Context: an optimization exercise on an open-source flow, tuned for small area and a short achievable clock period. The choices shown serve that exercise and are no tape-out recipe. At most, simulation tests tie the RTL to the original design; equivalence was not proved.

== raven ==
==> module srt_row, before the edit <==
module srt_row #(parameter bit FIRST = 0)
    (input  logic [13:0] s, input logic [13:0] c,
     input  logic [10:0] z, input logic [10:0] zb,
     output logic qp, output logic qn,
     output logic [13:0] so, output logic [12:0] co);
    srt_sel u_sel (.s(s[13:10]), .c(c[13:10]), .qp(qp), .qn(qn));
    logic [13:0] cw;
    assign co = {cw[13:2], cw[0]};
    assign so[0] = (qp & zb[0]) | (qn & z[0]);
    assign cw[0] = qp;
    srt_bit u_b1 (.s(s[0]), .c(c[0]), .z(z[1]), .zb(zb[1]), .qp(qp), .qn(qn),
                  .so(so[1]), .co(cw[2]));
    if (FIRST) begin : g_first
        srt_bit u_b2 (.s(s[1]), .c(c[1]), .z(z[2]), .zb(zb[2]), .qp(qp), .qn(qn),
                      .so(so[2]), .co(cw[3]));
    end else begin : g_next
        srt_bith u_b2 (.s(s[1]), .z(z[2]), .zb(zb[2]), .qp(qp), .qn(qn),
                       .so(so[2]), .co(cw[3]));
    end
    for (genvar i = 3; i <= 10; i++) begin : g_b
        srt_bit u_b (.s(s[i-1]), .c(c[i-1]), .z(z[i]), .zb(zb[i]), .qp(qp), .qn(qn),
                     .so(so[i]), .co(cw[i+1]));
    end
    adc_fa u_b11 (.a(s[10]), .b(c[10]), .c(qn), .s(so[11]), .co(cw[12]));
    adc_fa u_b12 (.a(s[11]), .b(c[11]), .c(qp), .s(so[12]), .co(cw[13]));
    assign so[13] = s[12] ^ c[12] ^ qp;
endmodule
==> module srt_sel, before the edit <==
module srt_sel (input logic [3:0] s, input logic [3:0] c, output logic qp, output logic qn);
    logic c3, x3, lo, e3;
    srt_cy3 u_cy (.s(s[2:0]), .c(c[2:0]), .cy(c3));
    srt_ne3 u_ne (.s(s[2:0]), .c(c[2:0]), .ne(lo));
    assign x3 = s[3] ^ c[3];
    assign e3 = x3 ^ c3;
    assign qp = ~e3;
    assign qn = e3 & ~(x3 & lo);
endmodule
==> module adc_conv, before the edit <==
module adc_conv #(parameter int K = 5)
    (input logic [23:0] p, input logic [23:0] n, input logic neg,
     input logic ge, output logic [24:0] q);
    logic [23:0] t;
    logic [24:0] cy, gg, tt;
    assign t = ~(p | n);
    always_comb begin
        cy[0] = ~neg;
        for (int i = 0; i < K; i++)
            cy[i+1] = p[i] | (t[i] & cy[i]);
        gg[K] = 1'b0;
        tt[K] = 1'b1;
        for (int i = K; i < 24; i++) begin
            gg[i+1] = p[i] | (t[i] & gg[i]);
            tt[i+1] = t[i] & tt[i];
            cy[i+1] = gg[i+1] | (tt[i+1] & cy[K]);
        end
        for (int i = 0; i < K; i++) begin
            gg[i] = 1'b0;
            tt[i] = 1'b0;
        end
    end
    assign q = {cy[24], t[23:1] ^ cy[23:1], (t[0] ^ cy[0]) & ~ge};
endmodule
Settings: LEC_CHECK=0, CAP_MARGIN=20, CORE_MARGIN=2, CORE_UTILIZATION=40, SLEW_MARGIN=20, SYNTH_HIERARCHICAL=1, SYNTH_MINIMUM_KEEP_SIZE=0; clock period 95.0 ns.
run.sh (not shown) runs the stock make flow with config.mk's settings and CLKGATE_MAP_FILE= SYNTH_SCRIPT=/design/flow/synth_recipe.tcl, a recipe that flattens the netlist after the stock synthesis.
The following lists how umber was set up differently from raven:
--- a/flow/design.v
+++ b/flow/design.v
@@ -145,5 +145,8 @@
      output logic qp, output logic qn,
      output logic [13:0] so, output logic [12:0] co);
-    srt_sel u_sel (.s(s[13:10]), .c(c[13:10]), .qp(qp), .qn(qn));
+    logic e3, nz3, qp1, qn1;
+    srt_sel u_sel (.s(s[13:10]), .c(c[13:10]), .e3(e3), .nz(nz3));
+    srt_drv u_d0 (.e3(e3), .nz(nz3), .qp(qp), .qn(qn));
+    srt_drv u_d1 (.e3(e3), .nz(nz3), .qp(qp1), .qn(qn1));
     logic [13:0] cw;
     assign co = {cw[13:2], cw[0]};
@@ -160,19 +163,23 @@
     end
     for (genvar i = 3; i <= 10; i++) begin : g_b
-        srt_bit u_b (.s(s[i-1]), .c(c[i-1]), .z(z[i]), .zb(zb[i]), .qp(qp), .qn(qn),
+        srt_bit u_b (.s(s[i-1]), .c(c[i-1]), .z(z[i]), .zb(zb[i]),
+                     .qp(i < 7 ? qp : qp1), .qn(i < 7 ? qn : qn1),
                      .so(so[i]), .co(cw[i+1]));
     end
-    adc_fa u_b11 (.a(s[10]), .b(c[10]), .c(qn), .s(so[11]), .co(cw[12]));
-    adc_fa u_b12 (.a(s[11]), .b(c[11]), .c(qp), .s(so[12]), .co(cw[13]));
-    assign so[13] = s[12] ^ c[12] ^ qp;
+    adc_fa u_b11 (.a(s[10]), .b(c[10]), .c(qn1), .s(so[11]), .co(cw[12]));
+    adc_fa u_b12 (.a(s[11]), .b(c[11]), .c(qp1), .s(so[12]), .co(cw[13]));
+    assign so[13] = s[12] ^ c[12] ^ qp1;
 endmodule
-module srt_sel (input logic [3:0] s, input logic [3:0] c, output logic qp, output logic qn);
-    logic c3, x3, lo, e3;
+module srt_sel (input logic [3:0] s, input logic [3:0] c, output logic e3, output logic nz);
+    logic c3, x3, lo;
     srt_cy3 u_cy (.s(s[2:0]), .c(c[2:0]), .cy(c3));
     srt_ne3 u_ne (.s(s[2:0]), .c(c[2:0]), .ne(lo));
     assign x3 = s[3] ^ c[3];
     assign e3 = x3 ^ c3;
+    assign nz = ~(x3 & lo);
+endmodule
+module srt_drv (input logic e3, input logic nz, output logic qp, output logic qn);
     assign qp = ~e3;
-    assign qn = e3 & ~(x3 & lo);
+    assign qn = e3 & nz;
 endmodule
 module srt_cy3 (input logic [2:0] s, input logic [2:0] c, output logic cy);
@@ -218,23 +225,37 @@
      input logic ge, output logic [24:0] q);
     logic [23:0] t;
-    logic [24:0] cy, gg, tt;
+    logic [K:0]  c0, c1;
+    logic [24:0] gg, tt, h;
+    logic        ck;
     assign t = ~(p | n);
     always_comb begin
-        cy[0] = ~neg;
-        for (int i = 0; i < K; i++)
-            cy[i+1] = p[i] | (t[i] & cy[i]);
-        gg[K] = 1'b0;
+        c0[0] = 1'b0;           
+        c1[0] = 1'b1;           
+        for (int i = 0; i < K; i++) begin
+            c0[i+1] = p[i] | (t[i] & c0[i]);
+            c1[i+1] = p[i] | (t[i] & c1[i]);
+        end
+        gg = '0;
+        tt = '0;
         tt[K] = 1'b1;
         for (int i = K; i < 24; i++) begin
             gg[i+1] = p[i] | (t[i] & gg[i]);
             tt[i+1] = t[i] & tt[i];
-            cy[i+1] = gg[i+1] | (tt[i+1] & cy[K]);
-        end
-        for (int i = 0; i < K; i++) begin
-            gg[i] = 1'b0;
-            tt[i] = 1'b0;
         end
     end
-    assign q = {cy[24], t[23:1] ^ cy[23:1], (t[0] ^ cy[0]) & ~ge};
+    assign ck = neg ? c0[K] : c1[K];
+    always_comb begin
+        h = '0;
+        for (int i = 0; i < K; i++)
+            h[i] = neg ? c0[i] : c1[i];
+        for (int i = K; i <= 24; i++)
+            h[i] = gg[i] | (tt[i] & ck);
+    end
+    logic [24:0] d;
+    adc_xor25 u_x (.a({1'b0, t}), .b(h), .y(d));
+    assign q = {d[24:1], d[0] & ~ge};
+endmodule
+module adc_xor25 (input logic [24:0] a, input logic [24:0] b, output logic [24:0] y);
+    assign y = a ^ b;
 endmodule
 module adc_shift (input logic [36:12] p, input logic [4:0] sh, output logic [11:0] res);
- umber finished every step from synthesis to the final layout, and the layout passed the timing, DRC and antenna checks.
- In the metrics for umber and raven, the one carrying the higher area of the die is umber.
- Compared to raven, umber has required time of the worst setup path 19.41 ns lower.
- umber ended with less met3 track demand over resource in global routing than raven.
- Delta (umber minus raven): final non-filler cell total rose 121, global-route usage essentially unchanged, sequential share of layout area now smaller, count of fill cells added during filler insertion roughly the same.
- Per the comparison of umber with raven, worst hold slack went up, clock-buffer cell count went up, netlist area before placement went up.
Only the layout flow was run in raven; the RTL was not checked for function there.

## afterwards: timing with drivers on the ports
In the flow no input, the clock included, has a driving cell. The finished layouts below were timed again as built, in two steps. Step 1 sets driving cells, clkbuf_16 on the clock port and buf_2 on the other inputs (assumed; they add their load-dependent delay and slew). Step 2 moves the port delays by t, midway between the first and last clock arrival at a register: inputs arrive t later, outputs are due t later. That takes back most of the time a late clock gives input paths. Slacks: no drivers / after step 1 / after step 2; pairs: no drivers / after step 1.
run	t, ns	setup slack, ns	cell pins on the clock port's net
raven	0.571	74.013 / 74.013 / 74.013	1
umber	0.601	74.583 / 74.525 / 75.125	1
After both steps every run listed still meets setup and hold.
